From an optimization exercise on the open Yosys and OpenROAD flow, aimed at small area, a short achievable clock period and few clock cycles per item; shortcuts taken in it are not production practice. In this exercise RTL edits were held to simulation tests only and were not proved equivalent to the original.

==> flow/design.v (excerpt) <==
module aesha_keccak(input  logic         i_clk,
                    input  logic         i_reset,    
                    input  logic         i_start,
                    input  logic [511:0] i_data,
                    output logic [511:0] o_data,
                    output logic         o_busy,
                    output logic         o_done
                   );
For scale: about 11000 cells after synthesis, roughly 1600 flip-flops, about 1000 I/O pins, roughly 0.095 mm² of cells after synthesis.
export LEC_CHECK = 0
export CAP_MARGIN = 40
export CORE_MARGIN = 2
export CORE_UTILIZATION = 55
export CTS_BUF_LIST = sky130_fd_sc_hd__clkbuf_16
export CTS_CLUSTER_DIAMETER = 60
export CTS_CLUSTER_SIZE = 20
export PLACE_DENSITY = 0.65
export SETUP_SLACK_MARGIN = 2.0
export SLEW_MARGIN = 40
export SYNTH_HIERARCHICAL = 1
create_clock -name core_clock -period 5.5 [get_ports {i_clk}]
standard.sh (not shown) runs the stock make flow with config.mk's settings and CLKGATE_MAP_FILE= SYNTH_SCRIPT=/design/flow/synth_recipe.tcl, a recipe that flattens the netlist after the stock synthesis.
==> flow/flow/run.sh <==
#!/bin/bash
# The standard ORFS layout (standard.sh), with faster, smaller port buffers
# (buffer_ports -buffer_cell) and sizing not tied to cell footprints.
set -euo pipefail
bash standard.sh \
  "BUFFER_PORTS_ARGS=-buffer_cell sky130_fd_sc_hd__buf_2" \
  MATCH_CELL_FOOTPRINT=0 \
  finish > standard_sh.log 2>&1
Testbench counts at the start, summed over its fixed seeds: cycles 8,000, items 320.
Edit:
==> flow/config.mk (replaced) <==
export PLATFORM = sky130hd
export DESIGN_NAME = aesha_keccak
export DESIGN_NICKNAME = aesha_keccak
export VERILOG_FILES = /design/flow/design.v
export SDC_FILE = /design/flow/constraint.sdc
export NUM_CORES = 4
export LEC_CHECK = 0
export CAP_MARGIN = 30
export CORE_MARGIN = 2
export CORE_UTILIZATION = 50
export CTS_BUF_LIST = sky130_fd_sc_hd__clkbuf_16
export CTS_CLUSTER_DIAMETER = 60
export CTS_CLUSTER_SIZE = 20
export PLACE_DENSITY = 0.6
export SETUP_SLACK_MARGIN = 2.25
export SLEW_MARGIN = 20
export SYNTH_HIERARCHICAL = 1
After rerunning: Cell area rises by 4.8%. Via count barely changes. Final cell count rises by 3.5%. Die area rises by 9.9%. Wire length rises by 3.7%. Setup slack gains 0.25 ns. Worst hold slack gains 0.020 ns.
Edit:
--- a/flow/config.mk
+++ b/flow/config.mk
@@ -12,6 +12,6 @@
 export CTS_CLUSTER_DIAMETER = 60
 export CTS_CLUSTER_SIZE = 20
-export PLACE_DENSITY = 0.6
-export SETUP_SLACK_MARGIN = 2.25
+export PLACE_DENSITY = 0.7
+export SETUP_SLACK_MARGIN = 2.0
 export SLEW_MARGIN = 20
 export SYNTH_HIERARCHICAL = 1
=> The changed run finished clean; die area is unchanged; worst hold slack degrades by 0.020 ns; non-clock buffer count is lower by 49; worst setup slack degrades by 0.22 ns; design area is lower by about 6%.
Edit:
--- a/flow/config.mk
+++ b/flow/config.mk
@@ -8,10 +8,10 @@
 export CAP_MARGIN = 30
 export CORE_MARGIN = 2
-export CORE_UTILIZATION = 50
+export CORE_UTILIZATION = 45
 export CTS_BUF_LIST = sky130_fd_sc_hd__clkbuf_16
-export CTS_CLUSTER_DIAMETER = 60
-export CTS_CLUSTER_SIZE = 20
-export PLACE_DENSITY = 0.7
-export SETUP_SLACK_MARGIN = 2.0
+export CTS_CLUSTER_DIAMETER = 80
+export CTS_CLUSTER_SIZE = 28
+export PLACE_DENSITY = 0.55
+export SETUP_SLACK_MARGIN = 2.1
 export SLEW_MARGIN = 20
 export SYNTH_HIERARCHICAL = 1
The new run produced a layout that fails on capacitance limit, slew limit.
Setup slack is better by 0.038 ns.
Design area grows by 3.5%.
Die area grows by about 11%.
Maximum frequency grows by about 1%.
Synthesized area stays the same.
Final cell count grows by about 2%.

========
## alpha
aesha_keccak again, from the RTL that the note above started with.
Settings: LEC_CHECK=0, CAP_MARGIN=40, CORE_MARGIN=2, CORE_UTILIZATION=50, CTS_BUF_LIST=sky130_fd_sc_hd__clkbuf_16, CTS_CLUSTER_DIAMETER=60, CTS_CLUSTER_SIZE=20, PLACE_DENSITY=0.6, SETUP_SLACK_MARGIN=2.0, SLEW_MARGIN=20, SYNTH_HIERARCHICAL=1; clock period 5.5 ns.
Scripts as last shown in full above: flow/flow/run.sh
alpha did not stop at any stage, and its layout met the timing, DRC and antenna checks.
Testbench counts of alpha, summed over its fixed seeds: cycles 8,000, items 320.
Input changes introduced in beta (baseline for comparison: alpha):
# alpha
export LEC_CHECK = 0
export CAP_MARGIN = 40
export CORE_MARGIN = 2
export CORE_UTILIZATION = 50
export CTS_BUF_LIST = sky130_fd_sc_hd__clkbuf_16
export CTS_CLUSTER_DIAMETER = 60
export CTS_CLUSTER_SIZE = 20
export PLACE_DENSITY = 0.6
export SETUP_SLACK_MARGIN = 2.0
export SLEW_MARGIN = 20
export SYNTH_HIERARCHICAL = 1
create_clock -name core_clock -period 5.5 [get_ports {i_clk}]
# beta
export LEC_CHECK = 0
export CAP_MARGIN = 30
export CORE_MARGIN = 2
export CORE_UTILIZATION = 50
export CTS_BUF_LIST = sky130_fd_sc_hd__clkbuf_16
export CTS_CLUSTER_DIAMETER = 80
export CTS_CLUSTER_SIZE = 28
export PLACE_DENSITY = 0.6
export SETUP_SLACK_MARGIN = 2.0
export SLEW_MARGIN = 20
export SYNTH_HIERARCHICAL = 1
create_clock -name core_clock -period 5.5 [get_ports {i_clk}]
Notes after the runs:
beta and alpha ended up with nearly the same HPWL reported at the end of detailed placement. Diff beta..alpha | complex-gate fraction of the synthesized area | unchanged. Diff alpha -> beta: final non-filler cell area has decreased, simple-gate area share of the yosys netlist has remained practically unchanged.

========
aesha_keccak again, from the RTL that the note above started with.
==> flow/config.mk <==
export PLATFORM = sky130hd
export DESIGN_NAME = aesha_keccak
export DESIGN_NICKNAME = aesha_keccak
export VERILOG_FILES = /design/flow/design.v
export SDC_FILE = /design/flow/constraint.sdc
export NUM_CORES = 4
export LEC_CHECK = 0
export CAP_MARGIN = 30
export CORE_MARGIN = 2
export CORE_UTILIZATION = 50
export CTS_BUF_LIST = sky130_fd_sc_hd__clkbuf_16
export CTS_CLUSTER_DIAMETER = 80
export CTS_CLUSTER_SIZE = 28
export PLACE_DENSITY = 0.6
export SETUP_SLACK_MARGIN = 2.0
export SLEW_MARGIN = 20
export SYNTH_HIERARCHICAL = 1
export TNS_END_PERCENT = 50
==> flow/constraint.sdc <==
create_clock -name core_clock -period 5.5 [get_ports {i_clk}]
set_input_delay 1.1000 -clock core_clock [delete_from_list [all_inputs] [get_ports {i_clk}]]
set_output_delay 1.1000 -clock core_clock [all_outputs]
set_load 0.01 [all_outputs]
Scripts as last shown in full above: flow/flow/run.sh
The first run completed without violations.
Testbench counts at the start, summed over its fixed seeds: cycles 8,000, items 320.
Then changed:
--- a/flow/config.mk
+++ b/flow/config.mk
@@ -7,3 +7,3 @@
 export LEC_CHECK = 0
-export CAP_MARGIN = 30
+export CAP_MARGIN = 40
 export CORE_MARGIN = 2
@@ -11,4 +11,5 @@
 export CTS_BUF_LIST = sky130_fd_sc_hd__clkbuf_16
-export CTS_CLUSTER_DIAMETER = 80
-export CTS_CLUSTER_SIZE = 28
+export CTS_CLUSTER_DIAMETER = 60
+export CTS_CLUSTER_SIZE = 20
+export GPL_ROUTABILITY_DRIVEN = 0
 export PLACE_DENSITY = 0.6
@@ -17,2 +18 @@
 export SYNTH_HIERARCHICAL = 1
-export TNS_END_PERCENT = 50
Result: Now the flow completed and failed the layout checks on capacitance limit, slew limit; design area barely changes; sequential share of layout area stays flat; core utilization drops by 0.15 points; wire length drops by 4.6%; die area is unchanged; cell count climbs by 0.82%; worst hold slack got worse by 0.0059 ns; global-route usage drops by 2.9 points.
Then changed:
--- a/flow/config.mk
+++ b/flow/config.mk
@@ -7,3 +7,3 @@
 export LEC_CHECK = 0
-export CAP_MARGIN = 40
+export CAP_MARGIN = 30
 export CORE_MARGIN = 2
@@ -13,3 +13,2 @@
 export CTS_CLUSTER_SIZE = 20
-export GPL_ROUTABILITY_DRIVEN = 0
 export PLACE_DENSITY = 0.6
This time the run finished with timing, DRC and antenna clean.
Global-route usage climbs by 3.2 points.
Clock-buffer cell count climbs by 18.
Routed wire length climbs by 5.3%.
Synthesized area stays the same.
Worst hold slack improves by 0.013 ns.
Via count drops by 2.5%.
Core utilization climbs by 0.98 points.
Worst setup slack improves by 0.68 ns.
Synthesized cell count is unchanged.
Die area is unchanged.
Then changed:
--- a/flow/config.mk
+++ b/flow/config.mk
@@ -14,3 +14,3 @@
 export PLACE_DENSITY = 0.6
-export SETUP_SLACK_MARGIN = 2.0
+export SETUP_SLACK_MARGIN = 1.75
 export SLEW_MARGIN = 20
After rerunning: Setup slack degrades by 0.28 ns; synthesized area is unchanged; design area fell by 1.6%; count of clock-buffer cells in the layout does not change; utilization fell by 0.99 points; hold slack improves by 0.0065 ns; cell count is about the same.

separate check: timing with driven ports:
How much do the figures lean on ideal ports? The routed layouts below were timed once more, with nothing changed but the port constraints. Step 1: set_driving_cell puts a clkbuf_16 on i_clk and a buf_2 on each other input, an assumption about the parent block. Step 2 also shifts input and output timing later by t, the mid clock arrival at the registers, as if the neighbouring blocks saw the same clock. a / b / c = ideal ports / drivers / drivers and shift; a / b = the first two.
run | t, ns | setup slack, ns | worst hold slack (ns) | latest minus earliest clock arrival (ns) | cell pins on the clock port's net
the first run of note 1 | 0.980 | 1.587 / 1.587 / 1.587 | 0.067 / -0.014 / 0.674 | 0.044 / 0.043 | 1
the second run of note 1 | 0.969 | 1.836 / 1.836 / 1.836 | 0.086 / 0.014 / 0.664 | 0.048 / 0.048 | 1
the third run of note 1 | 0.984 | 1.617 / 1.617 / 1.617 | 0.066 / -0.011 / 0.673 | 0.053 / 0.054 | 1
the fourth run of note 1 | 0.953 | 1.655 / 1.655 / 1.655 | 0.068 / -0.015 / 0.672 | 0.050 / 0.049 | 1
alpha | 0.974 | 1.567 / 1.567 / 1.567 | 0.087 / 0.007 / 0.665 | 0.060 / 0.061 | 1
beta | 0.958 | 1.686 / 1.686 / 1.686 | 0.062 / -0.004 / 0.669 | 0.041 / 0.041 | 1
the first run of note 3 | 0.956 | 1.549 / 1.549 / 1.549 | 0.073 / 0.000 / 0.669 | 0.043 / 0.043 | 1
the second run of note 3 | 0.982 | 1.020 / 1.020 / 1.020 | 0.067 / -0.024 / 0.647 | 0.077 / 0.077 | 1
the third run of note 3 | 0.964 | 1.704 / 1.704 / 1.704 | 0.080 / 0.013 / 0.663 | 0.052 / 0.051 | 1
the fourth run of note 3 | 0.950 | 1.427 / 1.427 / 1.427 | 0.087 / 0.020 / 0.668 | 0.049 / 0.050 | 1
